Context: an optimization exercise on an open-source flow, tuned for small area, a short achievable clock period and few clock cycles. The choices shown serve that exercise and are no tape-out recipe.
Where RTL was checked, it was by simulation tests only, not by an equivalence proof against the original.
Power and IR drop assume default switching activity.

== branch amber ==
==> flow/design.v <==
module Mult (
    input wire clk,
    input wire reset_total,
    input wire reset_local,
    input wire [31:0] operand_A_in,
    input wire [31:0] operand_B_in,
    output wire [31:0] product_Hi_out,
    output wire [31:0] product_Lo_out,
    output wire done
);
    localparam G  = 4;                 
    localparam W  = 2 * G;             
    localparam NG = (32 + W - 1) / W;  
    localparam NW = W + 33;            
    localparam NU = 64 - NW;           
    localparam NS = NW + 3;            
    reg  [NU-1:0] U;                   
    reg  [NW-1:0] S, C;                
    reg  [2:0]    q;                   
    reg  [NG-1:0] R;                   
    reg           swap;                
    reg  [G-1:0]  d_one, d_two, d_neg;  
    wire start = reset_local;
    wire busy  = |R;
    wire [NG-1:0] TA, TB;
    assign TA[0] = |operand_A_in;
    assign TB[0] = |operand_B_in;
    genvar j, k;
    generate
        for (j = 1; j < NG; j = j + 1) begin : g_t
            wire [32-W*j:0] ha = operand_A_in[31:W*j-1];
            wire [32-W*j:0] hb = operand_B_in[31:W*j-1];
            assign TA[j] = ~(&ha | ~|ha);
            assign TB[j] = ~(&hb | ~|hb);
        end
    endgenerate
    wire [NG-1:0] T0    = TA & TB;
    wire          swap0 = |(TB & ~TA);
    wire [NG-1:0] Rn  = R >> 1;
    wire [NG-1:0] oh  = start ? (T0 & ~(T0 >> 1)) : (Rn & ~(Rn >> 1));
    wire [W*NG:0] ae  = {{(W*NG-32){operand_A_in[31]}}, operand_A_in, 1'b0};
    wire [W*NG:0] be  = {{(W*NG-32){operand_B_in[31]}}, operand_B_in, 1'b0};
    reg  [W:0]    ga, gb;
    integer i;
    always @(*) begin
        ga = {(W+1){1'b0}};
        gb = {(W+1){1'b0}};
        for (i = 0; i < NG; i = i + 1) begin
            ga = ga | ({(W+1){oh[i]}} & ae[W*i +: W+1]);
            gb = gb | ({(W+1){oh[i]}} & be[W*i +: W+1]);
        end
    end
    wire       sw  = start ? swap0 : swap;
    wire [W:0] grp = sw ? ga : gb;
    wire [G-1:0] n_one, n_two, n_neg;
    generate
        for (k = 0; k < G; k = k + 1) begin : g_dec
            wire b0 = grp[2*k], b1 = grp[2*k+1], b2 = grp[2*k+2];
            assign n_one[k] = b1 ^ b0;
            assign n_two[k] = (b2 & ~b1 & ~b0) | (~b2 & b1 & b0);
            assign n_neg[k] = b2;
        end
    endgenerate
    localparam [63:0] KC64 = 64'd0 - ((((64'd1 << (2 * G)) + 64'd8) / 64'd3) << 33);
    localparam [NS-1:0] KC = KC64[NS-1:0];
    wire [31:0] M  = swap ? operand_B_in : operand_A_in;  
    wire [33:0] m1 = {{2{M[31]}}, M};
    wire [33:0] m2 = {M[31], M, 1'b0};
    wire [NS-1:0] xs [0:G-1];
    reg  [W-1:0]  negbits;
    generate
        for (k = 0; k < G; k = k + 1) begin : g_pp
            wire [33:0] x = (({34{d_one[k]}} & m1) | ({34{d_two[k]}} & m2)) ^ {34{d_neg[k]}};
            if (k == 0) begin : g_first
                assign xs[k] = KC | {{(NS-36){1'b0}}, ~x[33], x[33], x[33], x[32:0]};
            end else begin : g_rest
                wire [NS-1:0] xe = {{(NS-34){1'b0}}, ~x[33], x[32:0]};
                assign xs[k] = xe << (2 * k);
            end
        end
    endgenerate
    always @(*) begin
        negbits = {W{1'b0}};
        for (i = 0; i < G; i = i + 1) negbits[2*i] = d_neg[i];
    end
    wire [NS-1:0] a0 = {{3{1'b0}}, S[NW-W-1:0], negbits};
    wire [NS-1:0] a1 = {{3{1'b0}}, C[NW-W-1:0], {W{1'b0}}};
    wire [2:0]    nq;                  
    assign        nq = ns[NS-1:NW] + nc[NS-1:NW];
    reg  [NS-1:0] ns, nc;
    function [2*NS-1:0] csa;
        input [NS-1:0] x, y, z;
        csa = {x ^ y ^ z, ((x & y) | (x & z) | (y & z)) << 1};
    endfunction
    generate
        if (G == 4) begin : g_t4
            always @(*) begin : b_t4
                reg [NS-1:0] s1, c1, s2, c2, s3, c3;
                {s1, c1} = csa(xs[0], xs[1], xs[2]);
                {s2, c2} = csa(xs[3], a0, a1);
                {s3, c3} = csa(s1, c1, s2);
                {ns, nc} = csa(s3, c3, c2);
            end
        end else if (G == 3) begin : g_t3
            always @(*) begin : b_t3
                reg [NS-1:0] s1, c1, s2, c2;
                {s1, c1} = csa(xs[0], xs[1], xs[2]);
                {s2, c2} = csa(s1, c1, a0);
                {ns, nc} = csa(s2, c2, a1);
            end
        end else begin : g_t2
            always @(*) begin : b_t2
                reg [NS-1:0] s1, c1;
                {s1, c1} = csa(a0, a1, xs[0]);
                {ns, nc} = csa(s1, c1, xs[1]);
            end
        end
    endgenerate
    wire [NU-5:0] uh  = U[NU-1:4];
    wire [NU-5:0] uhp = uh + 1'b1;
    wire [NU-5:0] uhm = uh - 1'b1;
    wire [5:0]    t0  = {2'b00, U[3:0]} + {{3{q[2]}}, q};
    wire [5:0]    t1  = {2'b00, U[3:0]} + {{3{q[2]}}, q} + 6'd1;
    wire [NU-1:0] uq0 = {(t0[5] ? uhm : t0[4] ? uhp : uh), t0[3:0]};
    wire [NU-1:0] uq1 = {(t1[5] ? uhm : t1[4] ? uhp : uh), t1[3:0]};
    wire [W:0]    hs;
    ks_add #(.N(W)) u_hs (.a(S[NW-1:NW-W]), .b(C[NW-1:NW-W]), .y(hs));
    wire [NU-1:0] u_it = {(hs[W] ? uq1[NU-W-1:0] : uq0[NU-W-1:0]), hs[W-1:0]};
    localparam NL = NW / 2;
    localparam NH = NW - NL;
    wire [NL:0]   zl;
    wire [NH:0]   zh0, zh1;
    ks_add #(.N(NL)) u_zl (.a(S[NL-1:0]), .b(C[NL-1:0]), .y(zl));
    ks_add #(.N(NH)) u_zh0 (.a(S[NW-1:NL]), .b(C[NW-1:NL]), .y(zh0));
    ks_add1 #(.N(NH)) u_zh1 (.a(S[NW-1:NL]), .b(C[NW-1:NL]), .y(zh1));
    wire [NW:0]   z = {(zl[NL] ? zh1 : zh0), zl[NL-1:0]};
    wire [NU-1:0] u_fn = z[NW] ? uq1 : uq0;
    always @(posedge clk) begin
        if (reset_total) begin
            R   <= {NG{1'b0}};
        end else if (start) begin
            R   <= T0;
        end else if (busy) begin
            R   <= Rn;
        end
        if (start) begin
            U    <= {NU{1'b0}};
            S    <= {NW{1'b0}};
            C    <= {NW{1'b0}};
            q    <= 3'd0;
            swap <= swap0;
        end else if (busy) begin
            U    <= u_it;
            S    <= ns[NW-1:0];
            C    <= nc[NW-1:0];
            q    <= nq;
        end
        if (start | busy) begin
            d_one <= n_one;
            d_two <= n_two;
            d_neg <= n_neg;
        end
    end
    assign done = ~busy;
    wire [63:0] P = {u_fn, z[NW-1:0]};
    assign product_Hi_out = P[63:32];
    assign product_Lo_out = P[31:0];
endmodule
module ks_add #(parameter N = 8) (
    input  wire [N-1:0] a,
    input  wire [N-1:0] b,
    output wire [N:0]   y
);
    reg [N-1:0] g, p, g2, p2;
    integer i, d;
    always @(*) begin
        g = a & b;
        p = a | b;
        for (d = 1; d < N; d = d * 2) begin
            g2 = g;
            p2 = p;
            for (i = d; i < N; i = i + 1) begin
                g2[i] = g[i] | (p[i] & g[i-d]);
                p2[i] = p[i] & p[i-d];
            end
            g = g2;
            p = p2;
        end
    end
    assign y = {g[N-1], (a ^ b) ^ {g[N-2:0], 1'b0}};
endmodule
module ks_add1 #(parameter N = 8) (
    input  wire [N-1:0] a,
    input  wire [N-1:0] b,
    output wire [N:0]   y
);
    reg [N-1:0] g, p, g2, p2;
    integer i, d;
    always @(*) begin
        g = (a & b) | {{(N-1){1'b0}}, a[0] | b[0]};
        p = a | b;
        for (d = 1; d < N; d = d * 2) begin
            g2 = g;
            p2 = p;
            for (i = d; i < N; i = i + 1) begin
                g2[i] = g[i] | (p[i] & g[i-d]);
                p2[i] = p[i] & p[i-d];
            end
            g = g2;
            p = p2;
        end
    end
    assign y = {g[N-1], (a ^ b) ^ {g[N-2:0], 1'b1}};
endmodule
export LEC_CHECK = 0
export ABC_AREA = 1
export CAP_MARGIN = 20
export CORE_MARGIN = 2
export CORE_UTILIZATION = 40
export SLEW_MARGIN = 20
create_clock -name core_clock -period 4.0 [get_ports {clk}]
run.sh (not shown) runs the stock make flow with config.mk's settings and CLKGATE_MAP_FILE= SYNTH_SCRIPT=/design/flow/synth_recipe.tcl, a recipe that flattens the netlist after the stock synthesis.
branch amber finished end to end and its layout was clean on timing, DRC and antenna.
> inputs changed (branch amber -> branch tundra)
--- a/flow/design.v
+++ b/flow/design.v
@@ -120,8 +120,18 @@
     wire [NU-5:0] uhp = uh + 1'b1;
     wire [NU-5:0] uhm = uh - 1'b1;
-    wire [5:0]    t0  = {2'b00, U[3:0]} + {{3{q[2]}}, q};
-    wire [5:0]    t1  = {2'b00, U[3:0]} + {{3{q[2]}}, q} + 6'd1;
-    wire [NU-1:0] uq0 = {(t0[5] ? uhm : t0[4] ? uhp : uh), t0[3:0]};
-    wire [NU-1:0] uq1 = {(t1[5] ? uhm : t1[4] ? uhp : uh), t1[3:0]};
+    wire [3:0]    ul  = U[3:0];
+    wire          qm2 = (q == 3'b110);
+    wire          qm1 = (q == 3'b111);
+    wire          qz  = (q == 3'b000);
+    wire          qp1 = (q == 3'b001);
+    wire          qp2 = (q == 3'b010);
+    wire          b0  = (qm1 & (ul == 4'd0)) | (qm2 & (ul <= 4'd1));
+    wire          c0  = (qp1 & (ul == 4'd15)) | (qp2 & (ul >= 4'd14));
+    wire          b1  = qm2 & (ul == 4'd0);
+    wire          c1  = (qz & (ul == 4'd15)) | (qp1 & (ul >= 4'd14)) | (qp2 & (ul >= 4'd13));
+    wire [3:0]    l0  = ul + {q[2], q};
+    wire [3:0]    l1  = ul + {q[2], q} + 4'd1;
+    wire [NU-1:0] uq0 = {(b0 ? uhm : c0 ? uhp : uh), l0};
+    wire [NU-1:0] uq1 = {(b1 ? uhm : c1 ? uhp : uh), l1};
     wire [W:0]    hs;
     ks_add #(.N(W)) u_hs (.a(S[NW-1:NW-W]), .b(C[NW-1:NW-W]), .y(hs));
==> results.txt <==
Delta (branch tundra minus branch amber): detailed-routing iteration count for the pre-antenna-repair pass increased 1, met1 routing resource usage after global routing went up, number of fill cells in the layout fell by 2.0%, final non-filler cell total went down, synthesis-to-layout area growth now sits lower.
In the tables for branch tundra and branch amber, post-synthesis share of cell area spent on xor and xnor gates reads higher with branch amber.
branch amber → branch tundra: number of antenna violations at the first check in global routing about even; final area now sits lower; global-route wire length before repair has decreased; count of cell instances traversed by the critical path +1.
branch tundra — combinational cell fraction of total power 4.2 points lower, branch amber as reference
Testbench counts of branch tundra, summed over its fixed seeds: cycles 9,022.
For branch amber, only the layout was checked, not whether the RTL still works.

port drivers added, routing unchanged:
The results above use ideal ports. As a check the final layouts listed here were re-extracted and re-timed, cells and wires unchanged.
Step 1, drivers: a clkbuf_16 drives clk and a buf_2 each remaining input, both assumed.
Step 2, shift: input delay + t, output delay - t, t = (earliest + latest rising clock arrival at the registers) / 2. This alone moves slack from input paths to output paths.
Three values: ideal, step 1, step 2; two values: the first two.
run	t, ns	setup WS [ns]	pins driven straight from the clock port
branch amber	0.490	0.100 / 0.049 / -0.179	1
branch tundra	0.490	0.169 / 0.112 / -0.190	1
With both steps, setup timing fails in branch amber and branch tundra, where it was met with ideal ports. The setup slack of branch tundra, which loses most, moves by -0.057 ns with the drivers and by -0.359 ns with both steps.
